This is an optimization exercise on Yosys and OpenROAD, whose aim is small area and a short achievable clock period, not a production implementation. No functional check of the RTL was part of any run shown here. Power and IR drop assume default switching activity.

## flow/design.v (module list and top-level ports; edited modules follow where they fit)
// module fpmul_sa: 928 lines
// module fpmul_sb: 516 lines
// module fpmul_fa: 6 lines
// module fpmul_xnor: 5 lines
// module fpmul_or: 5 lines
// module fpmul_sc: 9 lines
// module fpmul_pipe: 27 lines
module fpmul_pipe (clk, oprA, oprB, Result);
  // ...
==> flow/flow/run.sh <==
#!/bin/bash
# The standard layout, except that the port buffers are buf_2 cells rather than the
# clkdlybuf4s50_1 delay cells buffer_ports picks by default.
set -euo pipefail
export BUFFER_PORTS_ARGS="-buffer_cell sky130_fd_sc_hd__buf_2"
bash standard.sh finish > orfs_flow.log 2>&1
==> flow/standard.sh <==
#!/bin/bash
# synth_recipe.tcl (not shown) runs the flow's synth.tcl, then flattens the netlist and writes it again
# the make line also repeats each setting of config.mk as NAME=value (left out here)
make -C /OpenROAD-flow-scripts/flow DESIGN_CONFIG=/design/flow/config.mk WORK_HOME=/design/flow/orfs CLKGATE_MAP_FILE= SYNTH_SCRIPT=/design/flow/synth_recipe.tcl "${@:-finish}"
==> flow/config.mk <==
export PLATFORM = sky130hd
export DESIGN_NAME = fpmul_pipe
export DESIGN_NICKNAME = fpmul_pipe
export VERILOG_FILES = /design/flow/design.v
export SDC_FILE = /design/flow/constraint.sdc
export NUM_CORES = 4
export LEC_CHECK = 0
export CAP_MARGIN = 20
export CORE_MARGIN = 2
export CORE_UTILIZATION = 40
export SETUP_SLACK_MARGIN = 5
export SLEW_MARGIN = 20
export SYNTH_HIERARCHICAL = 1
export SYNTH_MINIMUM_KEEP_SIZE = 0
==> flow/constraint.sdc <==
create_clock -name core_clock -period 9.5 [get_ports {clk}]
set_input_delay 1.9000 -clock core_clock [delete_from_list [all_inputs] [get_ports {clk}]]
set_output_delay 1.9000 -clock core_clock [all_outputs]
set_load 0.01 [all_outputs]
==> flow_summary.toml, run 1 <==
[cells_and_area]
clock_buffers = 21
drive_gt1_share_pct = 14.9
final_area_mm2 = 0.0193
final_common_cell = "xnor2_1"
multi_input_comb_area_mm2 = 0.0133
layout.cells.non_filler = 2238
final_util_pct = 41.2

[drt]
routed_wl_um = 52200
drc = 0
dr_wl_met3_um = 5120

[sta]
setup_tns_ns = 0
period_minus_slack_ns = 4.44
slew_violations = 0
setup-violations-final = 0

[setup_path]
worstSetupStartpointType = "primary input"
endpoint_kind = "flip-flop"
crit_path_end = "r1_q[83]"
cpMostUsedCell = "fa_1"

[grt]
grt_pass1_vias = 13400

[synthesis]
synthCells = 1787
yosysMostFrequentCell = "xnor2_1"

[outcome]
outcome = "complete, no violations"

[worst_hold_path]
min_delay_path_depth = 0

[pwr]
power_density_mw_per_mm2 = 380
power.group.top = "combinational cells"
leakage_nw = 7.21

[clocking]
clock_path_buffers = 2
clock_sinks = 182

[floorplanning]
die_width_um = 222
==> module fpmul_pipe, before the edit <==
module fpmul_pipe (clk, oprA, oprB, Result);
    input clk;
    input [31:0] oprA, oprB;
    output [31:0] Result;
    wire [138:0] r1_d;
    wire [7:0] e1_d;
    wire s1_d;
    reg [138:0] r1_q;
    reg [7:0] e1_q;
    reg s1_q;
    wire [24:0] p2_d;
    reg [24:0] p2_q;
    reg [7:0] e2_q;
    reg s2_q;
    fpmul_sa u_sa (.oprA(oprA), .oprB(oprB), .r1(r1_d), .e1(e1_d), .s1(s1_d));
    fpmul_sb u_sb (.r1(r1_q), .p2(p2_d));
    fpmul_sc u_sc (.p2(p2_q), .e2(e2_q), .s2(s2_q), .Result(Result));
    always @(posedge clk)
    begin
        r1_q <= r1_d;
        e1_q <= e1_d;
        s1_q <= s1_d;
        p2_q <= p2_d;
        e2_q <= e1_q;
        s2_q <= s1_q;
    end
endmodule
==> run 2: changes to the inputs <==
--- a/flow/design.v
+++ b/flow/design.v
@@ -1,11 +1,11 @@
 module fpmul_sa (oprA, oprB, r1, e1, s1);
     input [31:0] oprA, oprB;
-    output [138:0] r1;
+    output [107:0] r1;
     output [7:0] e1;
     output s1;
     wire [23:0] ma = {1'b1, oprA[22:0]};
     wire [23:0] mb = {1'b1, oprB[22:0]};
     assign e1 = oprA[30:23] + oprB[30:23] + 8'd129;
     assign s1 = oprA[31] ^ oprB[31];
     wire a_0 = mb[0] ^ 1'b0;
     wire a_1 = (mb[1] & ~mb[0] & ~1'b0) | (~mb[1] & mb[0] & 1'b0);
@@ -860,16 +860,52 @@
     wire a_S181, a_C181;
     fpmul_fa a_fa181 (.A(a_C113), .B(a_S115), .CIN(a_C114), .COUT(a_C181), .SUM(a_S181));
     wire a_S182, a_C182;
     fpmul_fa a_fa182 (.A(a_C115), .B(a_S117), .CIN(a_C116), .COUT(a_C182), .SUM(a_S182));
     wire a_S183, a_C183;
     fpmul_fa a_fa183 (.A(a_C117), .B(a_S119), .CIN(a_C118), .COUT(a_C183), .SUM(a_S183));
     wire a_S184, a_C184;
     fpmul_fa a_fa184 (.A(a_C119), .B(a_C120), .CIN(a_S121), .COUT(a_C184), .SUM(a_S184));
+    wire a_S185, a_C185;
+    fpmul_fa a_fa185 (.A(a_C121), .B(a_S123), .CIN(a_C122), .COUT(a_C185), .SUM(a_S185));
+    wire a_S186, a_C186;
+    fpmul_fa a_fa186 (.A(a_C123), .B(a_S125), .CIN(a_C124), .COUT(a_C186), .SUM(a_S186));
+    wire a_S187, a_C187;
+    fpmul_fa a_fa187 (.A(a_C125), .B(a_S127), .CIN(a_C126), .COUT(a_C187), .SUM(a_S187));
+    wire a_S188, a_C188;
+    fpmul_fa a_fa188 (.A(a_C127), .B(a_S129), .CIN(a_C128), .COUT(a_C188), .SUM(a_S188));
+    wire a_S189, a_C189;
+    fpmul_fa a_fa189 (.A(a_C129), .B(a_S131), .CIN(a_C130), .COUT(a_C189), .SUM(a_S189));
+    wire a_S190, a_C190;
+    fpmul_fa a_fa190 (.A(a_C131), .B(a_S133), .CIN(a_C132), .COUT(a_C190), .SUM(a_S190));
+    wire a_S191, a_C191;
+    fpmul_fa a_fa191 (.A(a_C133), .B(a_S135), .CIN(a_C134), .COUT(a_C191), .SUM(a_S191));
+    wire a_S192, a_C192;
+    fpmul_fa a_fa192 (.A(a_C135), .B(a_S137), .CIN(a_C136), .COUT(a_C192), .SUM(a_S192));
+    wire a_S194, a_C194;
+    fpmul_fa a_fa194 (.A(a_C139), .B(a_S141), .CIN(a_C140), .COUT(a_C194), .SUM(a_S194));
+    wire a_S195, a_C195;
+    fpmul_fa a_fa195 (.A(a_C141), .B(a_S143), .CIN(a_C142), .COUT(a_C195), .SUM(a_S195));
+    wire a_S196, a_C196;
+    fpmul_fa a_fa196 (.A(a_C143), .B(a_S145), .CIN(a_C144), .COUT(a_C196), .SUM(a_S196));
+    wire a_S197, a_C197;
+    fpmul_fa a_fa197 (.A(a_C145), .B(a_S147), .CIN(a_C146), .COUT(a_C197), .SUM(a_S197));
+    wire a_S198, a_C198;
+    fpmul_fa a_fa198 (.A(a_C147), .B(a_S149), .CIN(a_C148), .COUT(a_C198), .SUM(a_S198));
+    wire a_S199, a_C199;
+    fpmul_fa a_fa199 (.A(a_C149), .B(a_S151), .CIN(a_C150), .COUT(a_C199), .SUM(a_S199));
+    wire a_S200, a_C200;
+    fpmul_fa a_fa200 (.A(a_S153), .B(a_C151), .CIN(a_C152), .COUT(a_C200), .SUM(a_S200));
+    wire a_S201, a_C201;
+    fpmul_fa a_fa201 (.A(a_C153), .B(a_S155), .CIN(a_C154), .COUT(a_C201), .SUM(a_S201));
+    wire a_S202, a_C202;
+    fpmul_fa a_fa202 (.A(a_C155), .B(a_S157), .CIN(a_C156), .COUT(a_C202), .SUM(a_S202));
+    wire a_S203, a_C203;
+    fpmul_fa a_fa203 (.A(a_C157), .B(a_S159), .CIN(a_S160), .COUT(a_C203), .SUM(a_S203));
     wire a_S204, a_C204;
     fpmul_fa a_fa204 (.A(a_C159), .B(a_S161), .CIN(a_S162), .COUT(a_C204), .SUM(a_S204));
     wire a_S205, a_C205;
     fpmul_fa a_fa205 (.A(a_C161), .B(a_S163), .CIN(a_C162), .COUT(a_C205), .SUM(a_S205));
     wire a_S206, a_C206;
     fpmul_fa a_fa206 (.A(a_C163), .B(a_S165), .CIN(a_C164), .COUT(a_C206), .SUM(a_S206));
     wire a_S207, a_C207;
     fpmul_fa a_fa207 (.A(a_S167), .B(a_C165), .CIN(a_C166), .COUT(a_C207), .SUM(a_S207));
@@ -903,226 +939,170 @@
     wire a_S217, a_C217;
     fpmul_fa a_fa217 (.A(a_HS29), .B(a_C174), .CIN(a_S175), .COUT(a_C217), .SUM(a_S217));
     wire a_S218, a_C218;
     fpmul_fa a_fa218 (.A(a_S107), .B(a_C175), .CIN(a_S176), .COUT(a_C218), .SUM(a_S218));
     wire a_S219, a_C219;
     fpmul_fa a_fa219 (.A(a_S108), .B(a_C176), .CIN(a_S177), .COUT(a_C219), .SUM(a_S219));
     wire a_S220, a_C220;
     fpmul_fa a_fa220 (.A(a_C177), .B(a_S110), .CIN(a_S178), .COUT(a_C220), .SUM(a_S220));
+    wire a_S221, a_C221;
+    fpmul_fa a_fa221 (.A(a_S112), .B(a_C178), .CIN(a_S179), .COUT(a_C221), .SUM(a_S221));
+    wire a_S222, a_C222;
+    fpmul_fa a_fa222 (.A(a_S114), .B(a_C179), .CIN(a_S180), .COUT(a_C222), .SUM(a_S222));
+    wire a_S223, a_C223;
+    fpmul_fa a_fa223 (.A(a_S116), .B(a_C180), .CIN(a_S181), .COUT(a_C223), .SUM(a_S223));
+    wire a_S224, a_C224;
+    fpmul_fa a_fa224 (.A(a_S118), .B(a_C181), .CIN(a_S182), .COUT(a_C224), .SUM(a_S224));
+    wire a_S225, a_C225;
+    fpmul_fa a_fa225 (.A(a_S120), .B(a_C182), .CIN(a_S183), .COUT(a_C225), .SUM(a_S225));
+    wire a_S226, a_C226;
+    fpmul_fa a_fa226 (.A(a_S122), .B(a_C183), .CIN(a_S184), .COUT(a_C226), .SUM(a_S226));
+    wire a_S247, a_C247;
+    fpmul_fa a_fa247 (.A(a_S164), .B(a_C204), .CIN(a_S205), .COUT(a_C247), .SUM(a_S247));
+    wire a_S248, a_C248;
+    fpmul_fa a_fa248 (.A(a_S166), .B(a_C205), .CIN(a_S206), .COUT(a_C248), .SUM(a_S248));
+    wire a_S249, a_C249;
+    fpmul_fa a_fa249 (.A(a_S168), .B(a_S207), .CIN(a_C206), .COUT(a_C249), .SUM(a_S249));
+    wire a_S250, a_C250;
+    fpmul_fa a_fa250 (.A(a_S170), .B(a_C207), .CIN(a_S208), .COUT(a_C250), .SUM(a_S250));
+    wire a_S251, a_C251;
+    fpmul_fa a_fa251 (.A(a_C170), .B(a_S209), .CIN(a_C208), .COUT(a_C251), .SUM(a_S251));
     wire a_S252, a_C252;
     fpmul_fa a_fa252 (.A(a_C172), .B(a_S210), .CIN(a_C209), .COUT(a_C252), .SUM(a_S252));
     wire a_S253, a_C253;
     fpmul_fa a_fa253 (.A(a_S173), .B(a_C210), .CIN(a_S211), .COUT(a_C253), .SUM(a_S253));
     wire a_S254, a_C254;
     fpmul_fa a_fa254 (.A(a_C173), .B(a_S212), .CIN(a_C211), .COUT(a_C254), .SUM(a_S254));
     wire a_S255, a_C255;
     fpmul_fa a_fa255 (.A(a_356), .B(a_S213), .CIN(a_C212), .COUT(a_C255), .SUM(a_S255));
     wire a_S256, a_C256;
     fpmul_fa a_fa256 (.A(a_HS37), .B(a_C213), .CIN(a_357), .COUT(a_C256), .SUM(a_S256));
     wire a_395 = a_HC37 ^ a_359;
     wire a_396 = a_HC37 & a_359;
     wire a_397 = a_28 | a_3;
     wire a_398 = a_4 | a_397;
     wire a_399 = (a_33 & a_HS38) | (a_33 & a_398) | (a_HS38 & a_398);
     wire a_400 = (a_HC38 & a_HS39) | (a_HC38 & a_399) | (a_HS39 & a_399);
-    assign r1 = {a_400, a_395, a_C256, a_S256, a_C255, a_S255, a_C254, a_S254, a_C253, a_S253, a_C252, a_S252, a_C220, a_S220, a_C219, a_S219, a_C218, a_S218, a_C217, a_S217, a_C216, a_S216, a_C215, a_S215, a_C214, a_S214, a_HC39, a_C208, a_S209, a_C170, a_S208, a_C207, a_S170, a_C206, a_S207, a_S168, a_S206, a_C205, a_S166, a_S205, a_C204, a_S164, a_S204, a_C160, a_C158, a_S158, a_S156, a_S154, a_S152, a_S150, a_S148, a_S146, a_S144, a_S142, a_S140, a_S138, a_S136, a_S134, a_S132, a_S130, a_S128, a_S126, a_C184, a_S124, a_S184, a_C183, a_S122, a_S183, a_C182, a_S120, a_S182, a_C181, a_S118, a_S181, a_C180, a_S116, a_S180, a_C179, a_S114, a_S179, a_C178, a_S112, a_S160, a_S159, a_C157, a_C156, a_S157, a_C155, a_C154, a_S155, a_C153, a_C152, a_C151, a_S153, a_C150, a_S151, a_C149, a_C148, a_S149, a_C147, a_C146, a_S147, a_C145, a_C144, a_S145, a_C143, a_C142, a_S143, a_C141, a_C140, a_S141, a_C139, a_S139, a_C138, a_C137, a_C136, a_S137, a_C135, a_C134, a_S135, a_C133, a_C132, a_S133, a_C131, a_C130, a_S131, a_C129, a_C128, a_S129, a_C127, a_C126, a_S127, a_C125, a_C124, a_S125, a_C123, a_C122, a_S123, a_C121};
+    wire a_401 = (a_HC39 & a_S214) | (a_HC39 & a_400) | (a_S214 & a_400);
+    assign r1 = {a_401, a_395, a_C256, a_S256, a_C255, a_S255, a_C254, a_S254, a_C253, a_S253, a_C252, a_S252, a_C251, a_S251, a_C250, a_S250, a_C249, a_S249, a_C248, a_S248, a_C247, a_S247, a_C226, a_S226, a_C225, a_S225, a_C224, a_S224, a_C223, a_S223, a_C222, a_S222, a_C221, a_S221, a_C220, a_S220, a_C219, a_S219, a_C218, a_S218, a_C217, a_S217, a_C216, a_S216, a_C215, a_S215, a_C214, a_C203, a_S204, a_C160, a_S203, a_C202, a_C158, a_S202, a_C201, a_S158, a_S201, a_C200, a_S156, a_S200, a_C199, a_S154, a_S199, a_C198, a_S152, a_S198, a_C197, a_S150, a_S197, a_C196, a_S148, a_S196, a_C195, a_S146, a_S195, a_C194, a_S144, a_S194, a_S142, a_C192, a_S140, a_S192, a_C191, a_S138, a_S191, a_C190, a_S136, a_S190, a_C189, a_S134, a_S189, a_C188, a_S132, a_S188, a_C187, a_S130, a_S187, a_C186, a_S128, a_S186, a_C185, a_S126, a_S185, a_C184, a_S124, a_S139, a_C138, a_C137};
 endmodule
 module fpmul_sb (r1, p2);
-    input [138:0] r1;
+    input [107:0] r1;
     output [24:0] p2;
-    wire a_C121 = r1[0];
-    wire a_S123 = r1[1];
-    wire a_C122 = r1[2];
-    wire a_C123 = r1[3];
-    wire a_S125 = r1[4];
-    wire a_C124 = r1[5];
-    wire a_C125 = r1[6];
-    wire a_S127 = r1[7];
-    wire a_C126 = r1[8];
-    wire a_C127 = r1[9];
-    wire a_S129 = r1[10];
-    wire a_C128 = r1[11];
-    wire a_C129 = r1[12];
-    wire a_S131 = r1[13];
-    wire a_C130 = r1[14];
-    wire a_C131 = r1[15];
-    wire a_S133 = r1[16];
-    wire a_C132 = r1[17];
-    wire a_C133 = r1[18];
-    wire a_S135 = r1[19];
-    wire a_C134 = r1[20];
-    wire a_C135 = r1[21];
-    wire a_S137 = r1[22];
-    wire a_C136 = r1[23];
-    wire a_C137 = r1[24];
-    wire a_C138 = r1[25];
-    wire a_S139 = r1[26];
-    wire a_C139 = r1[27];
-    wire a_S141 = r1[28];
-    wire a_C140 = r1[29];
-    wire a_C141 = r1[30];
-    wire a_S143 = r1[31];
-    wire a_C142 = r1[32];
-    wire a_C143 = r1[33];
-    wire a_S145 = r1[34];
-    wire a_C144 = r1[35];
-    wire a_C145 = r1[36];
-    wire a_S147 = r1[37];
-    wire a_C146 = r1[38];
-    wire a_C147 = r1[39];
-    wire a_S149 = r1[40];
-    wire a_C148 = r1[41];
-    wire a_C149 = r1[42];
-    wire a_S151 = r1[43];
-    wire a_C150 = r1[44];
-    wire a_S153 = r1[45];
-    wire a_C151 = r1[46];
-    wire a_C152 = r1[47];
-    wire a_C153 = r1[48];
-    wire a_S155 = r1[49];
-    wire a_C154 = r1[50];
-    wire a_C155 = r1[51];
-    wire a_S157 = r1[52];
-    wire a_C156 = r1[53];
-    wire a_C157 = r1[54];
-    wire a_S159 = r1[55];
-    wire a_S160 = r1[56];
-    wire a_S112 = r1[57];
-    wire a_C178 = r1[58];
-    wire a_S179 = r1[59];
-    wire a_S114 = r1[60];
-    wire a_C179 = r1[61];
-    wire a_S180 = r1[62];
-    wire a_S116 = r1[63];
-    wire a_C180 = r1[64];
-    wire a_S181 = r1[65];
-    wire a_S118 = r1[66];
-    wire a_C181 = r1[67];
-    wire a_S182 = r1[68];
-    wire a_S120 = r1[69];
-    wire a_C182 = r1[70];
-    wire a_S183 = r1[71];
-    wire a_S122 = r1[72];
-    wire a_C183 = r1[73];
-    wire a_S184 = r1[74];
-    wire a_S124 = r1[75];
-    wire a_C184 = r1[76];
-    wire a_S126 = r1[77];
-    wire a_S128 = r1[78];
-    wire a_S130 = r1[79];
-    wire a_S132 = r1[80];
-    wire a_S134 = r1[81];
-    wire a_S136 = r1[82];
-    wire a_S138 = r1[83];
-    wire a_S140 = r1[84];
-    wire a_S142 = r1[85];
-    wire a_S144 = r1[86];
-    wire a_S146 = r1[87];
-    wire a_S148 = r1[88];
-    wire a_S150 = r1[89];
-    wire a_S152 = r1[90];
-    wire a_S154 = r1[91];
-    wire a_S156 = r1[92];
-    wire a_S158 = r1[93];
-    wire a_C158 = r1[94];
-    wire a_C160 = r1[95];
-    wire a_S204 = r1[96];
-    wire a_S164 = r1[97];
-    wire a_C204 = r1[98];
-    wire a_S205 = r1[99];
-    wire a_S166 = r1[100];
-    wire a_C205 = r1[101];
-    wire a_S206 = r1[102];
-    wire a_S168 = r1[103];
-    wire a_S207 = r1[104];
-    wire a_C206 = r1[105];
-    wire a_S170 = r1[106];
-    wire a_C207 = r1[107];
-    wire a_S208 = r1[108];
-    wire a_C170 = r1[109];
-    wire a_S209 = r1[110];
-    wire a_C208 = r1[111];
-    wire a_HC39 = r1[112];
-    wire a_S214 = r1[113];
-    wire a_C214 = r1[114];
-    wire a_S215 = r1[115];
-    wire a_C215 = r1[116];
-    wire a_S216 = r1[117];
-    wire a_C216 = r1[118];
-    wire a_S217 = r1[119];
-    wire a_C217 = r1[120];
-    wire a_S218 = r1[121];
-    wire a_C218 = r1[122];
-    wire a_S219 = r1[123];
-    wire a_C219 = r1[124];
-    wire a_S220 = r1[125];
-    wire a_C220 = r1[126];
-    wire a_S252 = r1[127];
-    wire a_C252 = r1[128];
-    wire a_S253 = r1[129];
-    wire a_C253 = r1[130];
-    wire a_S254 = r1[131];
-    wire a_C254 = r1[132];
-    wire a_S255 = r1[133];
-    wire a_C255 = r1[134];
-    wire a_S256 = r1[135];
-    wire a_C256 = r1[136];
-    wire a_395 = r1[137];
-    wire a_400 = r1[138];
-    wire a_S185, a_C185;
-    fpmul_fa a_fa185 (.A(a_C121), .B(a_S123), .CIN(a_C122), .COUT(a_C185), .SUM(a_S185));
-    wire a_S186, a_C186;
-    fpmul_fa a_fa186 (.A(a_C123), .B(a_S125), .CIN(a_C124), .COUT(a_C186), .SUM(a_S186));
-    wire a_S187, a_C187;
-    fpmul_fa a_fa187 (.A(a_C125), .B(a_S127), .CIN(a_C126), .COUT(a_C187), .SUM(a_S187));
-    wire a_S188, a_C188;
-    fpmul_fa a_fa188 (.A(a_C127), .B(a_S129), .CIN(a_C128), .COUT(a_C188), .SUM(a_S188));
-    wire a_S189, a_C189;
-    fpmul_fa a_fa189 (.A(a_C129), .B(a_S131), .CIN(a_C130), .COUT(a_C189), .SUM(a_S189));
-    wire a_S190, a_C190;
-    fpmul_fa a_fa190 (.A(a_C131), .B(a_S133), .CIN(a_C132), .COUT(a_C190), .SUM(a_S190));
-    wire a_S191, a_C191;
-    fpmul_fa a_fa191 (.A(a_C133), .B(a_S135), .CIN(a_C134), .COUT(a_C191), .SUM(a_S191));
-    wire a_S192, a_C192;
-    fpmul_fa a_fa192 (.A(a_C135), .B(a_S137), .CIN(a_C136), .COUT(a_C192), .SUM(a_S192));
+    wire a_C137 = r1[0];
+    wire a_C138 = r1[1];
+    wire a_S139 = r1[2];
+    wire a_S124 = r1[3];
+    wire a_C184 = r1[4];
+    wire a_S185 = r1[5];
+    wire a_S126 = r1[6];
+    wire a_C185 = r1[7];
+    wire a_S186 = r1[8];
+    wire a_S128 = r1[9];
+    wire a_C186 = r1[10];
+    wire a_S187 = r1[11];
+    wire a_S130 = r1[12];
+    wire a_C187 = r1[13];
+    wire a_S188 = r1[14];
+    wire a_S132 = r1[15];
+    wire a_C188 = r1[16];
+    wire a_S189 = r1[17];
+    wire a_S134 = r1[18];
+    wire a_C189 = r1[19];
+    wire a_S190 = r1[20];
+    wire a_S136 = r1[21];
+    wire a_C190 = r1[22];
+    wire a_S191 = r1[23];
+    wire a_S138 = r1[24];
+    wire a_C191 = r1[25];
+    wire a_S192 = r1[26];
+    wire a_S140 = r1[27];
+    wire a_C192 = r1[28];
+    wire a_S142 = r1[29];
+    wire a_S194 = r1[30];
+    wire a_S144 = r1[31];
+    wire a_C194 = r1[32];
+    wire a_S195 = r1[33];
+    wire a_S146 = r1[34];
+    wire a_C195 = r1[35];
+    wire a_S196 = r1[36];
+    wire a_S148 = r1[37];
+    wire a_C196 = r1[38];
+    wire a_S197 = r1[39];
+    wire a_S150 = r1[40];
+    wire a_C197 = r1[41];
+    wire a_S198 = r1[42];
+    wire a_S152 = r1[43];
+    wire a_C198 = r1[44];
+    wire a_S199 = r1[45];
+    wire a_S154 = r1[46];
+    wire a_C199 = r1[47];
+    wire a_S200 = r1[48];
+    wire a_S156 = r1[49];
+    wire a_C200 = r1[50];
+    wire a_S201 = r1[51];
+    wire a_S158 = r1[52];
+    wire a_C201 = r1[53];
+    wire a_S202 = r1[54];
+    wire a_C158 = r1[55];
+    wire a_C202 = r1[56];
+    wire a_S203 = r1[57];
+    wire a_C160 = r1[58];
+    wire a_S204 = r1[59];
+    wire a_C203 = r1[60];
+    wire a_C214 = r1[61];
+    wire a_S215 = r1[62];
+    wire a_C215 = r1[63];
+    wire a_S216 = r1[64];
+    wire a_C216 = r1[65];
+    wire a_S217 = r1[66];
+    wire a_C217 = r1[67];
+    wire a_S218 = r1[68];
+    wire a_C218 = r1[69];
+    wire a_S219 = r1[70];
+    wire a_C219 = r1[71];
+    wire a_S220 = r1[72];
+    wire a_C220 = r1[73];
+    wire a_S221 = r1[74];
+    wire a_C221 = r1[75];
+    wire a_S222 = r1[76];
+    wire a_C222 = r1[77];
+    wire a_S223 = r1[78];
+    wire a_C223 = r1[79];
+    wire a_S224 = r1[80];
+    wire a_C224 = r1[81];
+    wire a_S225 = r1[82];
+    wire a_C225 = r1[83];
+    wire a_S226 = r1[84];
+    wire a_C226 = r1[85];
+    wire a_S247 = r1[86];
+    wire a_C247 = r1[87];
+    wire a_S248 = r1[88];
+    wire a_C248 = r1[89];
+    wire a_S249 = r1[90];
+    wire a_C249 = r1[91];
+    wire a_S250 = r1[92];
+    wire a_C250 = r1[93];
+    wire a_S251 = r1[94];
+    wire a_C251 = r1[95];
+    wire a_S252 = r1[96];
+    wire a_C252 = r1[97];
+    wire a_S253 = r1[98];
+    wire a_C253 = r1[99];
+    wire a_S254 = r1[100];
+    wire a_C254 = r1[101];
+    wire a_S255 = r1[102];
+    wire a_C255 = r1[103];
+    wire a_S256 = r1[104];
+    wire a_C256 = r1[105];
+    wire a_395 = r1[106];
+    wire a_401 = r1[107];
     wire a_S193, a_C193;
     fpmul_fa a_fa193 (.A(a_C137), .B(a_C138), .CIN(a_S139), .COUT(a_C193), .SUM(a_S193));
-    wire a_S194, a_C194;
-    fpmul_fa a_fa194 (.A(a_C139), .B(a_S141), .CIN(a_C140), .COUT(a_C194), .SUM(a_S194));
-    wire a_S195, a_C195;
-    fpmul_fa a_fa195 (.A(a_C141), .B(a_S143), .CIN(a_C142), .COUT(a_C195), .SUM(a_S195));
-    wire a_S196, a_C196;
-    fpmul_fa a_fa196 (.A(a_C143), .B(a_S145), .CIN(a_C144), .COUT(a_C196), .SUM(a_S196));
-    wire a_S197, a_C197;
-    fpmul_fa a_fa197 (.A(a_C145), .B(a_S147), .CIN(a_C146), .COUT(a_C197), .SUM(a_S197));
-    wire a_S198, a_C198;
-    fpmul_fa a_fa198 (.A(a_C147), .B(a_S149), .CIN(a_C148), .COUT(a_C198), .SUM(a_S198));
-    wire a_S199, a_C199;
-    fpmul_fa a_fa199 (.A(a_C149), .B(a_S151), .CIN(a_C150), .COUT(a_C199), .SUM(a_S199));
-    wire a_S200, a_C200;
-    fpmul_fa a_fa200 (.A(a_S153), .B(a_C151), .CIN(a_C152), .COUT(a_C200), .SUM(a_S200));
-    wire a_S201, a_C201;
-    fpmul_fa a_fa201 (.A(a_C153), .B(a_S155), .CIN(a_C154), .COUT(a_C201), .SUM(a_S201));
-    wire a_S202, a_C202;
-    fpmul_fa a_fa202 (.A(a_C155), .B(a_S157), .CIN(a_C156), .COUT(a_C202), .SUM(a_S202));
-    wire a_S203, a_C203;
-    fpmul_fa a_fa203 (.A(a_C157), .B(a_S159), .CIN(a_S160), .COUT(a_C203), .SUM(a_S203));
-    wire a_S221, a_C221;
-    fpmul_fa a_fa221 (.A(a_S112), .B(a_C178), .CIN(a_S179), .COUT(a_C221), .SUM(a_S221));
-    wire a_S222, a_C222;
-    fpmul_fa a_fa222 (.A(a_S114), .B(a_C179), .CIN(a_S180), .COUT(a_C222), .SUM(a_S222));
-    wire a_S223, a_C223;
-    fpmul_fa a_fa223 (.A(a_S116), .B(a_C180), .CIN(a_S181), .COUT(a_C223), .SUM(a_S223));
-    wire a_S224, a_C224;
-    fpmul_fa a_fa224 (.A(a_S118), .B(a_C181), .CIN(a_S182), .COUT(a_C224), .SUM(a_S224));
-    wire a_S225, a_C225;
-    fpmul_fa a_fa225 (.A(a_S120), .B(a_C182), .CIN(a_S183), .COUT(a_C225), .SUM(a_S225));
-    wire a_S226, a_C226;
-    fpmul_fa a_fa226 (.A(a_S122), .B(a_C183), .CIN(a_S184), .COUT(a_C226), .SUM(a_S226));
     wire a_S227, a_C227;
     fpmul_fa a_fa227 (.A(a_S124), .B(a_C184), .CIN(a_S185), .COUT(a_C227), .SUM(a_S227));
     wire a_S228, a_C228;
     fpmul_fa a_fa228 (.A(a_S126), .B(a_C185), .CIN(a_S186), .COUT(a_C228), .SUM(a_S228));
     wire a_S229, a_C229;
     fpmul_fa a_fa229 (.A(a_S128), .B(a_C186), .CIN(a_S187), .COUT(a_C229), .SUM(a_S229));
     wire a_S230, a_C230;
     fpmul_fa a_fa230 (.A(a_S130), .B(a_C187), .CIN(a_S188), .COUT(a_C230), .SUM(a_S230));
@@ -1153,299 +1133,281 @@
     wire a_S243, a_C243;
     fpmul_fa a_fa243 (.A(a_S156), .B(a_C200), .CIN(a_S201), .COUT(a_C243), .SUM(a_S243));
     wire a_S244, a_C244;
     fpmul_fa a_fa244 (.A(a_S158), .B(a_C201), .CIN(a_S202), .COUT(a_C244), .SUM(a_S244));
     wire a_S245, a_C245;
     fpmul_fa a_fa245 (.A(a_C158), .B(a_C202), .CIN(a_S203), .COUT(a_C245), .SUM(a_S245));
     wire a_S246, a_C246;
     fpmul_fa a_fa246 (.A(a_C160), .B(a_S204), .CIN(a_C203), .COUT(a_C246), .SUM(a_S246));
-    wire a_S247, a_C247;
-    fpmul_fa a_fa247 (.A(a_S164), .B(a_C204), .CIN(a_S205), .COUT(a_C247), .SUM(a_S247));
-    wire a_S248, a_C248;
-    fpmul_fa a_fa248 (.A(a_S166), .B(a_C205), .CIN(a_S206), .COUT(a_C248), .SUM(a_S248));
-    wire a_S249, a_C249;
-    fpmul_fa a_fa249 (.A(a_S168), .B(a_S207), .CIN(a_C206), .COUT(a_C249), .SUM(a_S249));
-    wire a_S250, a_C250;
-    fpmul_fa a_fa250 (.A(a_S170), .B(a_C207), .CIN(a_S208), .COUT(a_C250), .SUM(a_S250));
-    wire a_S251, a_C251;
-    fpmul_fa a_fa251 (.A(a_C170), .B(a_S209), .CIN(a_C208), .COUT(a_C251), .SUM(a_S251));
-    wire b_0 = a_HC39 & a_S214;
-    wire b_1 = a_C214 & a_S215;
-    wire b_2 = a_C215 & a_S216;
-    wire b_3 = a_C216 & a_S217;
-    wire b_4 = a_C217 & a_S218;
-    wire b_5 = a_C218 & a_S219;
-    wire b_6 = a_C219 & a_S220;
-    wire b_7 = a_C220 & a_S221;
-    wire b_8 = a_C221 & a_S222;
-    wire b_9 = a_C222 & a_S223;
-    wire b_10 = a_C223 & a_S224;
-    wire b_11 = a_C224 & a_S225;
-    wire b_12 = a_C225 & a_S226;
-    wire b_13 = a_C226 & a_S227;
-    wire b_14 = a_C227 & a_S228;
-    wire b_15 = a_C228 & a_S229;
-    wire b_16 = a_C229 & a_S230;
-    wire b_17 = a_C230 & a_S231;
-    wire b_18 = a_C231 & a_S232;
-    wire b_19 = a_C232 & a_S233;
-    wire b_20 = a_C233 & a_S234;
-    wire b_21 = a_C234 & a_S235;
-    wire b_22 = a_C235 & a_S236;
-    wire b_23 = a_C236 & a_S237;
-    wire b_24 = a_C237 & a_S238;
-    wire b_25 = a_C238 & a_S239;
-    wire b_26 = a_C239 & a_S240;
-    wire b_27 = a_C240 & a_S241;
-    wire b_28 = a_C241 & a_S242;
-    wire b_29 = a_C242 & a_S243;
-    wire b_30 = a_C243 & a_S244;
-    wire b_31 = a_C244 & a_S245;
-    wire b_32 = a_C245 & a_S246;
-    wire b_33 = a_C246 & a_S247;
-    wire b_34 = a_C247 & a_S248;
-    wire b_35 = a_C248 & a_S249;
-    wire b_36 = a_C249 & a_S250;
-    wire b_37 = a_C250 & a_S251;
-    wire b_38 = a_C251 & a_S252;
-    wire b_39 = a_C252 & a_S253;
-    wire b_40 = a_C253 & a_S254;
-    wire b_41 = a_C254 & a_S255;
-    wire b_42 = a_C255 & a_S256;
-    wire b_43 = a_C256 & a_395;
-    wire b_44 = (a_HC39 & a_S214) | (a_HC39 & a_400) | (a_S214 & a_400);
-    wire b_45 = a_HC39 ^ a_S214;
-    wire b_46 = a_C214 ^ a_S215;
-    wire b_47 = a_C215 ^ a_S216;
-    wire b_48 = a_C216 ^ a_S217;
-    wire b_49 = a_C217 ^ a_S218;
-    wire b_50 = a_C218 ^ a_S219;
-    wire b_51 = a_C219 ^ a_S220;
-    wire b_52 = a_C220 ^ a_S221;
-    wire b_53 = a_C221 ^ a_S222;
-    wire b_54 = a_C222 ^ a_S223;
-    wire b_55 = a_C223 ^ a_S224;
-    wire b_56 = a_C224 ^ a_S225;
-    wire b_57 = a_C225 ^ a_S226;
-    wire b_58 = a_C226 ^ a_S227;
-    wire b_59 = a_C227 ^ a_S228;
-    wire b_60 = a_C228 ^ a_S229;
-    wire b_61 = a_C229 ^ a_S230;
-    wire b_62 = a_C230 ^ a_S231;
-    wire b_63 = a_C231 ^ a_S232;
-    wire b_64 = a_C232 ^ a_S233;
-    wire b_65 = a_C233 ^ a_S234;
-    wire b_66 = a_C234 ^ a_S235;
-    wire b_67 = a_C235 ^ a_S236;
-    wire b_68 = a_C236 ^ a_S237;
-    wire b_69 = a_C237 ^ a_S238;
-    wire b_70 = a_C238 ^ a_S239;
-    wire b_71 = a_C239 ^ a_S240;
-    wire b_72 = a_C240 ^ a_S241;
-    wire b_73 = a_C241 ^ a_S242;
-    wire b_74 = a_C242 ^ a_S243;
-    wire b_75 = a_C243 ^ a_S244;
-    wire b_76 = a_C244 ^ a_S245;
-    wire b_77 = a_C245 ^ a_S246;
-    wire b_78 = a_C246 ^ a_S247;
-    wire b_79 = a_C247 ^ a_S248;
-    wire b_80 = a_C248 ^ a_S249;
-    wire b_81 = a_C249 ^ a_S250;
-    wire b_82 = a_C250 ^ a_S251;
-    wire b_83 = a_C251 ^ a_S252;
-    wire b_84 = a_C252 ^ a_S253;
-    wire b_85 = a_C253 ^ a_S254;
-    wire b_86 = a_C254 ^ a_S255;
-    wire b_87 = a_C255 ^ a_S256;
-    wire b_88 = a_C256 ^ a_395;
-    wire b_89 = b_1 | (b_46 & b_44);
-    wire b_90 = b_46 & b_45;
-    wire b_91 = b_3 | (b_48 & b_2);
-    wire b_92 = b_48 & b_47;
-    wire b_93 = b_5 | (b_50 & b_4);
-    wire b_94 = b_50 & b_49;
-    wire b_95 = b_7 | (b_52 & b_6);
-    wire b_96 = b_52 & b_51;
-    wire b_97 = b_9 | (b_54 & b_8);
-    wire b_98 = b_54 & b_53;
-    wire b_99 = b_11 | (b_56 & b_10);
-    wire b_100 = b_56 & b_55;
-    wire b_101 = b_13 | (b_58 & b_12);
-    wire b_102 = b_58 & b_57;
-    wire b_103 = b_15 | (b_60 & b_14);
-    wire b_104 = b_60 & b_59;
-    wire b_105 = b_17 | (b_62 & b_16);
-    wire b_106 = b_62 & b_61;
-    wire b_107 = b_19 | (b_64 & b_18);
-    wire b_108 = b_64 & b_63;
-    wire b_109 = b_21 | (b_66 & b_20);
-    wire b_110 = b_66 & b_65;
-    wire b_111 = b_23 | (b_68 & b_22);
-    wire b_112 = b_68 & b_67;
-    wire b_113 = b_25 | (b_70 & b_24);
-    wire b_114 = b_70 & b_69;
-    wire b_115 = b_27 | (b_72 & b_26);
-    wire b_116 = b_72 & b_71;
-    wire b_117 = b_29 | (b_74 & b_28);
-    wire b_118 = b_74 & b_73;
-    wire b_119 = b_31 | (b_76 & b_30);
-    wire b_120 = b_76 & b_75;
-    wire b_121 = b_33 | (b_78 & b_32);
-    wire b_122 = b_78 & b_77;
-    wire b_123 = b_35 | (b_80 & b_34);
-    wire b_124 = b_80 & b_79;
-    wire b_125 = b_37 | (b_82 & b_36);
-    wire b_126 = b_82 & b_81;
-    wire b_127 = b_39 | (b_84 & b_38);
-    wire b_128 = b_84 & b_83;
-    wire b_129 = b_41 | (b_86 & b_40);
-    wire b_130 = b_86 & b_85;
-    wire b_131 = b_43 | (b_88 & b_42);
-    wire b_132 = b_88 & b_87;
-    wire b_133 = b_91 | (b_92 & b_89);
-    wire b_134 = b_92 & b_90;
-    wire b_135 = b_95 | (b_96 & b_93);
-    wire b_136 = b_96 & b_94;
-    wire b_137 = b_99 | (b_100 & b_97);
-    wire b_138 = b_100 & b_98;
-    wire b_139 = b_103 | (b_104 & b_101);
-    wire b_140 = b_104 & b_102;
-    wire b_141 = b_107 | (b_108 & b_105);
-    wire b_142 = b_108 & b_106;
-    wire b_143 = b_111 | (b_112 & b_109);
-    wire b_144 = b_112 & b_110;
-    wire b_145 = b_115 | (b_116 & b_113);
-    wire b_146 = b_116 & b_114;
-    wire b_147 = b_119 | (b_120 & b_117);
-    wire b_148 = b_120 & b_118;
-    wire b_149 = b_123 | (b_124 & b_121);
-    wire b_150 = b_124 & b_122;
-    wire b_151 = b_127 | (b_128 & b_125);
-    wire b_152 = b_128 & b_126;
-    wire b_153 = b_131 | (b_132 & b_129);
-    wire b_154 = b_132 & b_130;
-    wire b_155 = b_135 | (b_136 & b_133);
-    wire b_156 = b_136 & b_134;
-    wire b_157 = b_139 | (b_140 & b_137);
-    wire b_158 = b_140 & b_138;
-    wire b_159 = b_143 | (b_144 & b_141);
-    wire b_160 = b_144 & b_142;
-    wire b_161 = b_147 | (b_148 & b_145);
-    wire b_162 = b_148 & b_146;
-    wire b_163 = b_151 | (b_152 & b_149);
-    wire b_164 = b_152 & b_150;
-    wire b_165 = b_157 | (b_158 & b_155);
-    wire b_166 = b_158 & b_156;
-    wire b_167 = b_161 | (b_162 & b_159);
-    wire b_168 = b_162 & b_160;
-    wire b_169 = b_167 | (b_168 & b_165);
-    wire b_170 = b_168 & b_166;
-    wire b_171 = b_159 | (b_160 & b_165);
-    wire b_172 = b_160 & b_166;
-    wire b_173 = b_163 | (b_164 & b_169);
-    wire b_174 = b_164 & b_170;
-    wire b_175 = b_137 | (b_138 & b_155);
-    wire b_176 = b_138 & b_156;
-    wire b_177 = b_141 | (b_142 & b_165);
-    wire b_178 = b_142 & b_166;
-    wire b_179 = b_145 | (b_146 & b_171);
-    wire b_180 = b_146 & b_172;
-    wire b_181 = b_149 | (b_150 & b_169);
-    wire b_182 = b_150 & b_170;
-    wire b_183 = b_153 | (b_154 & b_173);
-    wire b_184 = b_154 & b_174;
-    wire b_185 = b_93 | (b_94 & b_133);
-    wire b_186 = b_94 & b_134;
-    wire b_187 = b_97 | (b_98 & b_155);
-    wire b_188 = b_98 & b_156;
-    wire b_189 = b_101 | (b_102 & b_175);
-    wire b_190 = b_102 & b_176;
-    wire b_191 = b_105 | (b_106 & b_165);
-    wire b_192 = b_106 & b_166;
-    wire b_193 = b_109 | (b_110 & b_177);
-    wire b_194 = b_110 & b_178;
-    wire b_195 = b_113 | (b_114 & b_171);
-    wire b_196 = b_114 & b_172;
-    wire b_197 = b_117 | (b_118 & b_179);
-    wire b_198 = b_118 & b_180;
-    wire b_199 = b_121 | (b_122 & b_169);
-    wire b_200 = b_122 & b_170;
-    wire b_201 = b_125 | (b_126 & b_181);
-    wire b_202 = b_126 & b_182;
-    wire b_203 = b_129 | (b_130 & b_173);
-    wire b_204 = b_130 & b_174;
-    wire b_205 = b_2 | (b_47 & b_89);
-    wire b_206 = b_47 & b_90;
-    wire b_207 = b_4 | (b_49 & b_133);
-    wire b_208 = b_49 & b_134;
-    wire b_209 = b_6 | (b_51 & b_185);
-    wire b_210 = b_51 & b_186;
-    wire b_211 = b_8 | (b_53 & b_155);
-    wire b_212 = b_53 & b_156;
-    wire b_213 = b_10 | (b_55 & b_187);
-    wire b_214 = b_55 & b_188;
-    wire b_215 = b_12 | (b_57 & b_175);
-    wire b_216 = b_57 & b_176;
-    wire b_217 = b_14 | (b_59 & b_189);
-    wire b_218 = b_59 & b_190;
-    wire b_219 = b_16 | (b_61 & b_165);
-    wire b_220 = b_61 & b_166;
-    wire b_221 = b_18 | (b_63 & b_191);
-    wire b_222 = b_63 & b_192;
-    wire b_223 = b_20 | (b_65 & b_177);
-    wire b_224 = b_65 & b_178;
-    wire b_225 = b_22 | (b_67 & b_193);
-    wire b_226 = b_67 & b_194;
-    wire b_227 = b_24 | (b_69 & b_171);
-    wire b_228 = b_69 & b_172;
-    wire b_229 = b_26 | (b_71 & b_195);
-    wire b_230 = b_71 & b_196;
-    wire b_231 = b_28 | (b_73 & b_179);
-    wire b_232 = b_73 & b_180;
-    wire b_233 = b_30 | (b_75 & b_197);
-    wire b_234 = b_75 & b_198;
-    wire b_235 = b_32 | (b_77 & b_169);
-    wire b_236 = b_77 & b_170;
-    wire b_237 = b_34 | (b_79 & b_199);
-    wire b_238 = b_79 & b_200;
-    wire b_239 = b_36 | (b_81 & b_181);
-    wire b_240 = b_81 & b_182;
-    wire b_241 = b_38 | (b_83 & b_201);
-    wire b_242 = b_83 & b_202;
-    wire b_243 = b_40 | (b_85 & b_173);
-    wire b_244 = b_85 & b_174;
-    wire b_245 = b_42 | (b_87 & b_203);
-    wire b_246 = b_87 & b_204;
-    wire b_247 = ~(b_64 ^ b_221);
-    wire b_248 = ~(b_65 ^ b_177);
-    wire b_249 = ~(b_66 ^ b_223);
-    wire b_250 = ~(b_67 ^ b_193);
-    wire b_251 = ~(b_68 ^ b_225);
-    wire b_252 = ~(b_69 ^ b_171);
-    wire b_253 = ~(b_70 ^ b_227);
-    wire b_254 = ~(b_71 ^ b_195);
-    wire b_255 = ~(b_72 ^ b_229);
-    wire b_256 = ~(b_73 ^ b_179);
-    wire b_257 = ~(b_74 ^ b_231);
-    wire b_258 = ~(b_75 ^ b_197);
-    wire b_259 = ~(b_76 ^ b_233);
-    wire b_260 = ~(b_77 ^ b_169);
-    wire b_261 = ~(b_78 ^ b_235);
-    wire b_262 = ~(b_79 ^ b_199);
-    wire b_263 = ~(b_80 ^ b_237);
-    wire b_264 = ~(b_81 ^ b_181);
-    wire b_265 = ~(b_82 ^ b_239);
-    wire b_266 = ~(b_83 ^ b_201);
-    wire b_267 = ~(b_84 ^ b_241);
-    wire b_268 = ~(b_85 ^ b_173);
-    wire b_269 = ~(b_86 ^ b_243);
-    wire b_270 = ~(b_87 ^ b_203);
-    wire b_271 = ~(b_88 ^ b_245);
-    assign p2 = {b_271, b_270, b_269, b_268, b_267, b_266, b_265, b_264, b_263, b_262, b_261, b_260, b_259, b_258, b_257, b_256, b_255, b_254, b_253, b_252, b_251, b_250, b_249, b_248, b_247};
+    wire b_0 = a_C214 & a_S215;
+    wire b_1 = a_C215 & a_S216;
+    wire b_2 = a_C216 & a_S217;
+    wire b_3 = a_C217 & a_S218;
+    wire b_4 = a_C218 & a_S219;
+    wire b_5 = a_C219 & a_S220;
+    wire b_6 = a_C220 & a_S221;
+    wire b_7 = a_C221 & a_S222;
+    wire b_8 = a_C222 & a_S223;
+    wire b_9 = a_C223 & a_S224;
+    wire b_10 = a_C224 & a_S225;
+    wire b_11 = a_C225 & a_S226;
+    wire b_12 = a_C226 & a_S227;
+    wire b_13 = a_C227 & a_S228;
+    wire b_14 = a_C228 & a_S229;
+    wire b_15 = a_C229 & a_S230;
+    wire b_16 = a_C230 & a_S231;
+    wire b_17 = a_C231 & a_S232;
+    wire b_18 = a_C232 & a_S233;
+    wire b_19 = a_C233 & a_S234;
+    wire b_20 = a_C234 & a_S235;
+    wire b_21 = a_C235 & a_S236;
+    wire b_22 = a_C236 & a_S237;
+    wire b_23 = a_C237 & a_S238;
+    wire b_24 = a_C238 & a_S239;
+    wire b_25 = a_C239 & a_S240;
+    wire b_26 = a_C240 & a_S241;
+    wire b_27 = a_C241 & a_S242;
+    wire b_28 = a_C242 & a_S243;
+    wire b_29 = a_C243 & a_S244;
+    wire b_30 = a_C244 & a_S245;
+    wire b_31 = a_C245 & a_S246;
+    wire b_32 = a_C246 & a_S247;
+    wire b_33 = a_C247 & a_S248;
+    wire b_34 = a_C248 & a_S249;
+    wire b_35 = a_C249 & a_S250;
+    wire b_36 = a_C250 & a_S251;
+    wire b_37 = a_C251 & a_S252;
+    wire b_38 = a_C252 & a_S253;
+    wire b_39 = a_C253 & a_S254;
+    wire b_40 = a_C254 & a_S255;
+    wire b_41 = a_C255 & a_S256;
+    wire b_42 = a_C256 & a_395;
+    wire b_43 = (a_C214 & a_S215) | (a_C214 & a_401) | (a_S215 & a_401);
+    wire b_44 = a_C214 ^ a_S215;
+    wire b_45 = a_C215 ^ a_S216;
+    wire b_46 = a_C216 ^ a_S217;
+    wire b_47 = a_C217 ^ a_S218;
+    wire b_48 = a_C218 ^ a_S219;
+    wire b_49 = a_C219 ^ a_S220;
+    wire b_50 = a_C220 ^ a_S221;
+    wire b_51 = a_C221 ^ a_S222;
+    wire b_52 = a_C222 ^ a_S223;
+    wire b_53 = a_C223 ^ a_S224;
+    wire b_54 = a_C224 ^ a_S225;
+    wire b_55 = a_C225 ^ a_S226;
+    wire b_56 = a_C226 ^ a_S227;
+    wire b_57 = a_C227 ^ a_S228;
+    wire b_58 = a_C228 ^ a_S229;
+    wire b_59 = a_C229 ^ a_S230;
+    wire b_60 = a_C230 ^ a_S231;
+    wire b_61 = a_C231 ^ a_S232;
+    wire b_62 = a_C232 ^ a_S233;
+    wire b_63 = a_C233 ^ a_S234;
+    wire b_64 = a_C234 ^ a_S235;
+    wire b_65 = a_C235 ^ a_S236;
+    wire b_66 = a_C236 ^ a_S237;
+    wire b_67 = a_C237 ^ a_S238;
+    wire b_68 = a_C238 ^ a_S239;
+    wire b_69 = a_C239 ^ a_S240;
+    wire b_70 = a_C240 ^ a_S241;
+    wire b_71 = a_C241 ^ a_S242;
+    wire b_72 = a_C242 ^ a_S243;
+    wire b_73 = a_C243 ^ a_S244;
+    wire b_74 = a_C244 ^ a_S245;
+    wire b_75 = a_C245 ^ a_S246;
+    wire b_76 = a_C246 ^ a_S247;
+    wire b_77 = a_C247 ^ a_S248;
+    wire b_78 = a_C248 ^ a_S249;
+    wire b_79 = a_C249 ^ a_S250;
+    wire b_80 = a_C250 ^ a_S251;
+    wire b_81 = a_C251 ^ a_S252;
+    wire b_82 = a_C252 ^ a_S253;
+    wire b_83 = a_C253 ^ a_S254;
+    wire b_84 = a_C254 ^ a_S255;
+    wire b_85 = a_C255 ^ a_S256;
+    wire b_86 = a_C256 ^ a_395;
+    wire b_87 = b_1 | (b_45 & b_43);
+    wire b_88 = b_45 & b_44;
+    wire b_89 = b_3 | (b_47 & b_2);
+    wire b_90 = b_47 & b_46;
+    wire b_91 = b_5 | (b_49 & b_4);
+    wire b_92 = b_49 & b_48;
+    wire b_93 = b_7 | (b_51 & b_6);
+    wire b_94 = b_51 & b_50;
+    wire b_95 = b_9 | (b_53 & b_8);
+    wire b_96 = b_53 & b_52;
+    wire b_97 = b_11 | (b_55 & b_10);
+    wire b_98 = b_55 & b_54;
+    wire b_99 = b_13 | (b_57 & b_12);
+    wire b_100 = b_57 & b_56;
+    wire b_101 = b_15 | (b_59 & b_14);
+    wire b_102 = b_59 & b_58;
+    wire b_103 = b_17 | (b_61 & b_16);
+    wire b_104 = b_61 & b_60;
+    wire b_105 = b_19 | (b_63 & b_18);
+    wire b_106 = b_63 & b_62;
+    wire b_107 = b_21 | (b_65 & b_20);
+    wire b_108 = b_65 & b_64;
+    wire b_109 = b_23 | (b_67 & b_22);
+    wire b_110 = b_67 & b_66;
+    wire b_111 = b_25 | (b_69 & b_24);
+    wire b_112 = b_69 & b_68;
+    wire b_113 = b_27 | (b_71 & b_26);
+    wire b_114 = b_71 & b_70;
+    wire b_115 = b_29 | (b_73 & b_28);
+    wire b_116 = b_73 & b_72;
+    wire b_117 = b_31 | (b_75 & b_30);
+    wire b_118 = b_75 & b_74;
+    wire b_119 = b_33 | (b_77 & b_32);
+    wire b_120 = b_77 & b_76;
+    wire b_121 = b_35 | (b_79 & b_34);
+    wire b_122 = b_79 & b_78;
+    wire b_123 = b_37 | (b_81 & b_36);
+    wire b_124 = b_81 & b_80;
+    wire b_125 = b_39 | (b_83 & b_38);
+    wire b_126 = b_83 & b_82;
+    wire b_127 = b_41 | (b_85 & b_40);
+    wire b_128 = b_85 & b_84;
+    wire b_129 = b_89 | (b_90 & b_87);
+    wire b_130 = b_90 & b_88;
+    wire b_131 = b_93 | (b_94 & b_91);
+    wire b_132 = b_94 & b_92;
+    wire b_133 = b_97 | (b_98 & b_95);
+    wire b_134 = b_98 & b_96;
+    wire b_135 = b_101 | (b_102 & b_99);
+    wire b_136 = b_102 & b_100;
+    wire b_137 = b_105 | (b_106 & b_103);
+    wire b_138 = b_106 & b_104;
+    wire b_139 = b_109 | (b_110 & b_107);
+    wire b_140 = b_110 & b_108;
+    wire b_141 = b_113 | (b_114 & b_111);
+    wire b_142 = b_114 & b_112;
+    wire b_143 = b_117 | (b_118 & b_115);
+    wire b_144 = b_118 & b_116;
+    wire b_145 = b_121 | (b_122 & b_119);
+    wire b_146 = b_122 & b_120;
+    wire b_147 = b_125 | (b_126 & b_123);
+    wire b_148 = b_126 & b_124;
+    wire b_149 = b_131 | (b_132 & b_129);
+    wire b_150 = b_132 & b_130;
+    wire b_151 = b_135 | (b_136 & b_133);
+    wire b_152 = b_136 & b_134;
+    wire b_153 = b_139 | (b_140 & b_137);
+    wire b_154 = b_140 & b_138;
+    wire b_155 = b_143 | (b_144 & b_141);
+    wire b_156 = b_144 & b_142;
+    wire b_157 = b_147 | (b_148 & b_145);
+    wire b_158 = b_148 & b_146;
+    wire b_159 = b_151 | (b_152 & b_149);
+    wire b_160 = b_152 & b_150;
+    wire b_161 = b_155 | (b_156 & b_153);
+    wire b_162 = b_156 & b_154;
+    wire b_163 = b_161 | (b_162 & b_159);
+    wire b_164 = b_162 & b_160;
+    wire b_165 = b_153 | (b_154 & b_159);
+    wire b_166 = b_154 & b_160;
+    wire b_167 = b_157 | (b_158 & b_163);
+    wire b_168 = b_158 & b_164;
+    wire b_169 = b_133 | (b_134 & b_149);
+    wire b_170 = b_134 & b_150;
+    wire b_171 = b_137 | (b_138 & b_159);
+    wire b_172 = b_138 & b_160;
+    wire b_173 = b_141 | (b_142 & b_165);
+    wire b_174 = b_142 & b_166;
+    wire b_175 = b_145 | (b_146 & b_163);
+    wire b_176 = b_146 & b_164;
+    wire b_177 = b_91 | (b_92 & b_129);
+    wire b_178 = b_92 & b_130;
+    wire b_179 = b_95 | (b_96 & b_149);
+    wire b_180 = b_96 & b_150;
+    wire b_181 = b_99 | (b_100 & b_169);
+    wire b_182 = b_100 & b_170;
+    wire b_183 = b_103 | (b_104 & b_159);
+    wire b_184 = b_104 & b_160;
+    wire b_185 = b_107 | (b_108 & b_171);
+    wire b_186 = b_108 & b_172;
+    wire b_187 = b_111 | (b_112 & b_165);
+    wire b_188 = b_112 & b_166;
+    wire b_189 = b_115 | (b_116 & b_173);
+    wire b_190 = b_116 & b_174;
+    wire b_191 = b_119 | (b_120 & b_163);
+    wire b_192 = b_120 & b_164;
+    wire b_193 = b_123 | (b_124 & b_175);
+    wire b_194 = b_124 & b_176;
+    wire b_195 = b_127 | (b_128 & b_167);
+    wire b_196 = b_128 & b_168;
+    wire b_197 = b_2 | (b_46 & b_87);
+    wire b_198 = b_46 & b_88;
+    wire b_199 = b_4 | (b_48 & b_129);
+    wire b_200 = b_48 & b_130;
+    wire b_201 = b_6 | (b_50 & b_177);
+    wire b_202 = b_50 & b_178;
+    wire b_203 = b_8 | (b_52 & b_149);
+    wire b_204 = b_52 & b_150;
+    wire b_205 = b_10 | (b_54 & b_179);
+    wire b_206 = b_54 & b_180;
+    wire b_207 = b_12 | (b_56 & b_169);
+    wire b_208 = b_56 & b_170;
+    wire b_209 = b_14 | (b_58 & b_181);
+    wire b_210 = b_58 & b_182;
+    wire b_211 = b_16 | (b_60 & b_159);
+    wire b_212 = b_60 & b_160;
+    wire b_213 = b_18 | (b_62 & b_183);
+    wire b_214 = b_62 & b_184;
+    wire b_215 = b_20 | (b_64 & b_171);
+    wire b_216 = b_64 & b_172;
+    wire b_217 = b_22 | (b_66 & b_185);
+    wire b_218 = b_66 & b_186;
+    wire b_219 = b_24 | (b_68 & b_165);
+    wire b_220 = b_68 & b_166;
+    wire b_221 = b_26 | (b_70 & b_187);
+    wire b_222 = b_70 & b_188;
+    wire b_223 = b_28 | (b_72 & b_173);
+    wire b_224 = b_72 & b_174;
+    wire b_225 = b_30 | (b_74 & b_189);
+    wire b_226 = b_74 & b_190;
+    wire b_227 = b_32 | (b_76 & b_163);
+    wire b_228 = b_76 & b_164;
+    wire b_229 = b_34 | (b_78 & b_191);
+    wire b_230 = b_78 & b_192;
+    wire b_231 = b_36 | (b_80 & b_175);
+    wire b_232 = b_80 & b_176;
+    wire b_233 = b_38 | (b_82 & b_193);
+    wire b_234 = b_82 & b_194;
+    wire b_235 = b_40 | (b_84 & b_167);
+    wire b_236 = b_84 & b_168;
+    wire b_237 = b_42 | (b_86 & b_195);
+    wire b_238 = b_86 & b_196;
+    wire b_239 = ~(b_62 ^ b_183);
+    wire b_240 = ~(b_63 ^ b_213);
+    wire b_241 = ~(b_64 ^ b_171);
+    wire b_242 = ~(b_65 ^ b_215);
+    wire b_243 = ~(b_66 ^ b_185);
+    wire b_244 = ~(b_67 ^ b_217);
+    wire b_245 = ~(b_68 ^ b_165);
+    wire b_246 = ~(b_69 ^ b_219);
+    wire b_247 = ~(b_70 ^ b_187);
+    wire b_248 = ~(b_71 ^ b_221);
+    wire b_249 = ~(b_72 ^ b_173);
+    wire b_250 = ~(b_73 ^ b_223);
+    wire b_251 = ~(b_74 ^ b_189);
+    wire b_252 = ~(b_75 ^ b_225);
+    wire b_253 = ~(b_76 ^ b_163);
+    wire b_254 = ~(b_77 ^ b_227);
+    wire b_255 = ~(b_78 ^ b_191);
+    wire b_256 = ~(b_79 ^ b_229);
+    wire b_257 = ~(b_80 ^ b_175);
+    wire b_258 = ~(b_81 ^ b_231);
+    wire b_259 = ~(b_82 ^ b_193);
+    wire b_260 = ~(b_83 ^ b_233);
+    wire b_261 = ~(b_84 ^ b_167);
+    wire b_262 = ~(b_85 ^ b_235);
+    wire b_263 = ~(b_86 ^ b_195);
+    assign p2 = {b_263, b_262, b_261, b_260, b_259, b_258, b_257, b_256, b_255, b_254, b_253, b_252, b_251, b_250, b_249, b_248, b_247, b_246, b_245, b_244, b_243, b_242, b_241, b_240, b_239};
 endmodule
 module fpmul_fa (A, B, CIN, COUT, SUM);
     input A, B, CIN;
     output COUT, SUM;
     assign SUM = A ^ B ^ CIN;
     assign COUT = (A & B) | (A & CIN) | (B & CIN);
 endmodule
 module fpmul_xnor (A, B, Y);
@@ -1466,20 +1428,20 @@
     wire [22:0] frac = p2[24] ? p2[23:1] : p2[22:0];
     wire [7:0] expo = e2 + {7'd0, p2[24]};
     assign Result = {s2, expo, frac};
 endmodule
 module fpmul_pipe (clk, oprA, oprB, Result);
     input clk;
     input [31:0] oprA, oprB;
     output [31:0] Result;
-    wire [138:0] r1_d;
+    wire [107:0] r1_d;
     wire [7:0] e1_d;
     wire s1_d;
-    reg [138:0] r1_q;
+    reg [107:0] r1_q;
     reg [7:0] e1_q;
     reg s1_q;
     wire [24:0] p2_d;
     reg [24:0] p2_q;
     reg [7:0] e2_q;
     reg s2_q;
     fpmul_sa u_sa (.oprA(oprA), .oprB(oprB), .r1(r1_d), .e1(e1_d), .s1(s1_d));
     fpmul_sb u_sb (.r1(r1_q), .p2(p2_d));
==> run 2 against run 1 <==
Net effect: sequential share of layout area fell by 4.5 points; maximum frequency fell by 1.7%; combinational power fell by 9.5%; synthesized area fell by 4.7%; clock power barely moved; design area rose by 8.5%; clock-buffer cell count did not move; cell count rose by 2.9%; synthesized cell count fell by 2.5%; critical path depth fell by 2; non-clock buffer count rose by 78.
==> flow_summary.toml, run 2 <==
[outcome]
outcome = "complete, no violations"

[sta]
slew_violations = 0
rsz0062_at_grt = "true"
worst_slack_ns = 4.98
tightest_slew_ns = 0.786
fin_skew_ns = 0.0106
whs_ns = 0.325
setup-violations-final = 0
max_freq_mhz = 221
slew_headroom_pct = 47.6
setup_tns_ns = 0
period_minus_slack_ns = 4.52
min_period_over_period_pct = 47.6
hold_viol = 0

[pwr]
p_sw_mw = 2.97
leakage_nw = 7.84
ir_drop_mv = 0.145
pwr-share-comb_pct = 70.9
switching_share_pct = 45.2
pwr-share-seq_pct = 18.4
p_int_mw = 3.60
power_density_mw_per_mm2 = 315
p_clk_share_pct = 10.7

[floorplanning]
rows = 78
io_pins = 97
core_area_mm2 = 0.0451
start_util_pct = 40.2
die_width_um = 217
die_h_um = 217
die-area_mm2 = 0.0471

[synthesis]
yosys.area.top_type = "fa_1"
avgSynthCellArea_um2 = 10.4
synth-edff-count = 0
synthCells = 1742
yosys-top-cells-count = "xnor2_1, fa_1, a22oi_1"
yosys-top-cells-area = "fa_1, dfxtp_1, xnor2_1, a22oi_1, buf_4"
ys.flop_type = "dfxtp_1"
synthesis.area_mm2 = 0.0181
seq_area_frac_synth_pct = 16.7
synthArstFlopShare_pct = 0
post_synth_num_cell_types = 56
synth_seq_cells = 151
yosysMostFrequentCell = "xnor2_1"
synth_top_area_share_pct = 29.8
yosys_warnings = 7

[clocking]
clock_path_buffers = 2
root_buffer = "clkbuf_16"
cts.htree.levels = 4
clock_latency_ns = 0.45
numCtsBuffers = 17
path_clk_slew_ns = 0.06
cts_tree = "yes"
postCtsHoldBufs = 0
clock_sinks = 151

[grt]
grt_pass1_wl_um = 84400
antenna_found_initial = 1
grt.total_usage_pct = 24.1
grt-ovfl-total = 0
grt_pass1_vias = 13500
grt_max_degree = 29

[worst_hold_path]
hp-start = "e1_q[4]"
min_delay_path_depth = 0
min_path_type = "flip-flop to flip-flop"
hold_end = "e2_q[4]"

[cells_and_area]
final_common_cell = "xnor2_1"
regMostFlops = "r1_q"
register_area_mm2 = 0.00302
reg_top3 = "r1_q x108, p2_q x25"
drive_gt1_share_pct = 28.7
largest_register_ffs = 108
syn_to_final_growth_pct = 15.2
fillers = 4124
mostFrequentLayoutCells = "xnor2_1, a22oi_1, fa_1"
diodes = 0
num-nets-final = 2098
multi_input_comb_area_mm2 = 0.0144
final_util_pct = 46.3

[setup_path]
worstSetupStartpointType = "primary input"
ff2ff_setup_slack_ns = 6.05
crit_arrival_ns = 4.91
r2r_end = "p2_q[21]"
path_class = "primary input to flip-flop"
r2r-start = "r1_q[0]"
endpoint_kind = "flip-flop"
worst_ep_required_time_ns = 9.89
cp-startpoint = "oprA[7]"
worstPathMaxFanout = 25
rr_worst_depth = 10

[drt]
vias_per_cell = 5.78
routed_wl_um = 58100
routed-via-count = 13300
ant_nets = 0
first_pass_iters = 7
wl_per_cell_um = 25.3
drc = 0
drtIter0Drc = 1424

[placed_design]
place.port_buffers = 96
dp_slack_ns = 3.42
place_congestion = 0.867
dpl.hpwl_um = 35400

[run]
drv_cap = 0
## run 2: final cells by class
| type | instances | area share, % |
|---|---|---|
| clock inverters | 11 | 0.719 |
| flip-flops and latches | 151 | 14.5 |
| well taps | 600 | 3.59 |
| clock buffers | 21 | 2.16 |
| repair buffers | 199 | 8.61 |
| multi-input cells | 1256 | 69.0 |
| inverters | 64 | 1.43 |
## run 2: metal layers
layer / part of all wire (%) / wire [um] / vias to the layer above / global-route usage (%)
met5: 0.019 / 11 / - / 0
met4: 3.6 / 2120 / 2 / 9.77
met3: 9.4 / 5440 / 147 / 4.71
met2: 47 / 27100 / 767 / 39.4
met1: 40 / 23500 / 6791 / 31.3
li1: - / - / 5595 / -
## run 2: worst max path at each step
stage	slack (ns)	endpoint
after floorplan	4.71	r1_q[30]
final	4.98	r1_q[36]
after global placement	3.44	r1_q[82]
after CTS	4.99	r1_q[82]
after global routing	4.94	r1_q[36]
after detailed placement	3.42	r1_q[82]
## run 2: power by group through the flow
| stage | registers [mW] | clock network [mW] | logic, mW |
|---|---|---|---|
| 2_1_floorplan | 1.18 | 0 | 4.92 |
| 3_3_place_gp | 1.22 | 0 | 4.37 |
| 3_5_place_dp | 1.23 | 0 | 4.49 |
| 4_1_cts | 1.21 | 0.719 | 4.57 |
| 5_1_grt | 1.25 | 0.746 | 5.21 |
| 6_report | 1.21 | 0.702 | 4.66 |
## run 2: stage by stage
step | power (mW) | area [um^2] | instances
after floorplan | 6.11 | 19500 | 1753
after global placement | 5.59 | 18600 | 2168
after detailed placement | 5.72 | 18600 | 2168
after CTS | 6.50 | 19900 | 2248
after global routing | 7.20 | 20900 | 2302
final | 6.57 | 20900 | 2302
## run 2: kinds of logic (layout without fill, tap and decap cells)
family | count (synthesis) | count (layout) | share of synthesized area [%]
xor gates and xnor gates | 358 | 358 | 17.3
AOI/OAI and AO/OA | 356 | 362 | 14.0
buffers and inverters | 353 | 295 | 10.9
adders and majority gates | 345 | 345 | 35.0
and+or+nand+nor | 155 | 156 | 4.73
DFF | 151 | 151 | 16.7
muxes | 23 | 23 | 1.43
other | 1 | 12 | 0.0207
## run 2: timing repair
item	4_1_cts	5_1_grt
gates resized for setup	53	88
setup endpoints to repair	93	26
pin swaps	20	69
setup buffers	42	48
cloned	6	6
## run 2: critical path, cell delays in order
cell     delay (ns)
buf_2          0.58
a22oi_1        0.24
xnor2_1        0.19
fa_1           0.54
fa_2           0.46
fa_2           0.39
fa_2           0.58
## run 2: Yosys stat by module, one instance, submodules excluded
module	flops+latches	area, um^2	cells inside
fpmul_fa	0	20.0	1
fpmul_or	0	6.26	1
fpmul_pipe	151	3020	151
fpmul_sa	0	7240	1010
fpmul_sb	0	1800	214
fpmul_sc	0	414	42
fpmul_xnor	0	8.76	1

## port drivers added, routing unchanged
Ports are ideal in the flow. The routed layouts listed here were re-timed in OpenROAD.
Step 1, drivers: a clkbuf_16 drives clk and a buf_2 each remaining input, both assumed.
Step 2 also shifts input and output timing later by t, the mid clock arrival at the registers, as if the neighbouring blocks saw the same clock.
Slacks: no drivers / after step 1 / after step 2; pairs: no drivers / after step 1.
| run | t, ns | slack for setup (ns) | clock arrival spread, ns | slew at the worst register clock pin (ns) | worst data-port slew with drivers (ns) |
|---|---|---|---|---|---|
| run 1 | 0.548 | 5.058 / 5.091 / 4.543 | 0.013 / 0.013 | 0.07 / 0.07 | 0.07 |
| run 2 | 0.508 | 4.980 / 4.969 / 4.461 | 0.014 / 0.014 | 0.07 / 0.07 | 0.19 |
After both steps setup and hold are still met in every run listed. For run 2, which loses most, drivers alone change the setup slack by -0.011 ns; drivers and shift together by -0.519 ns.
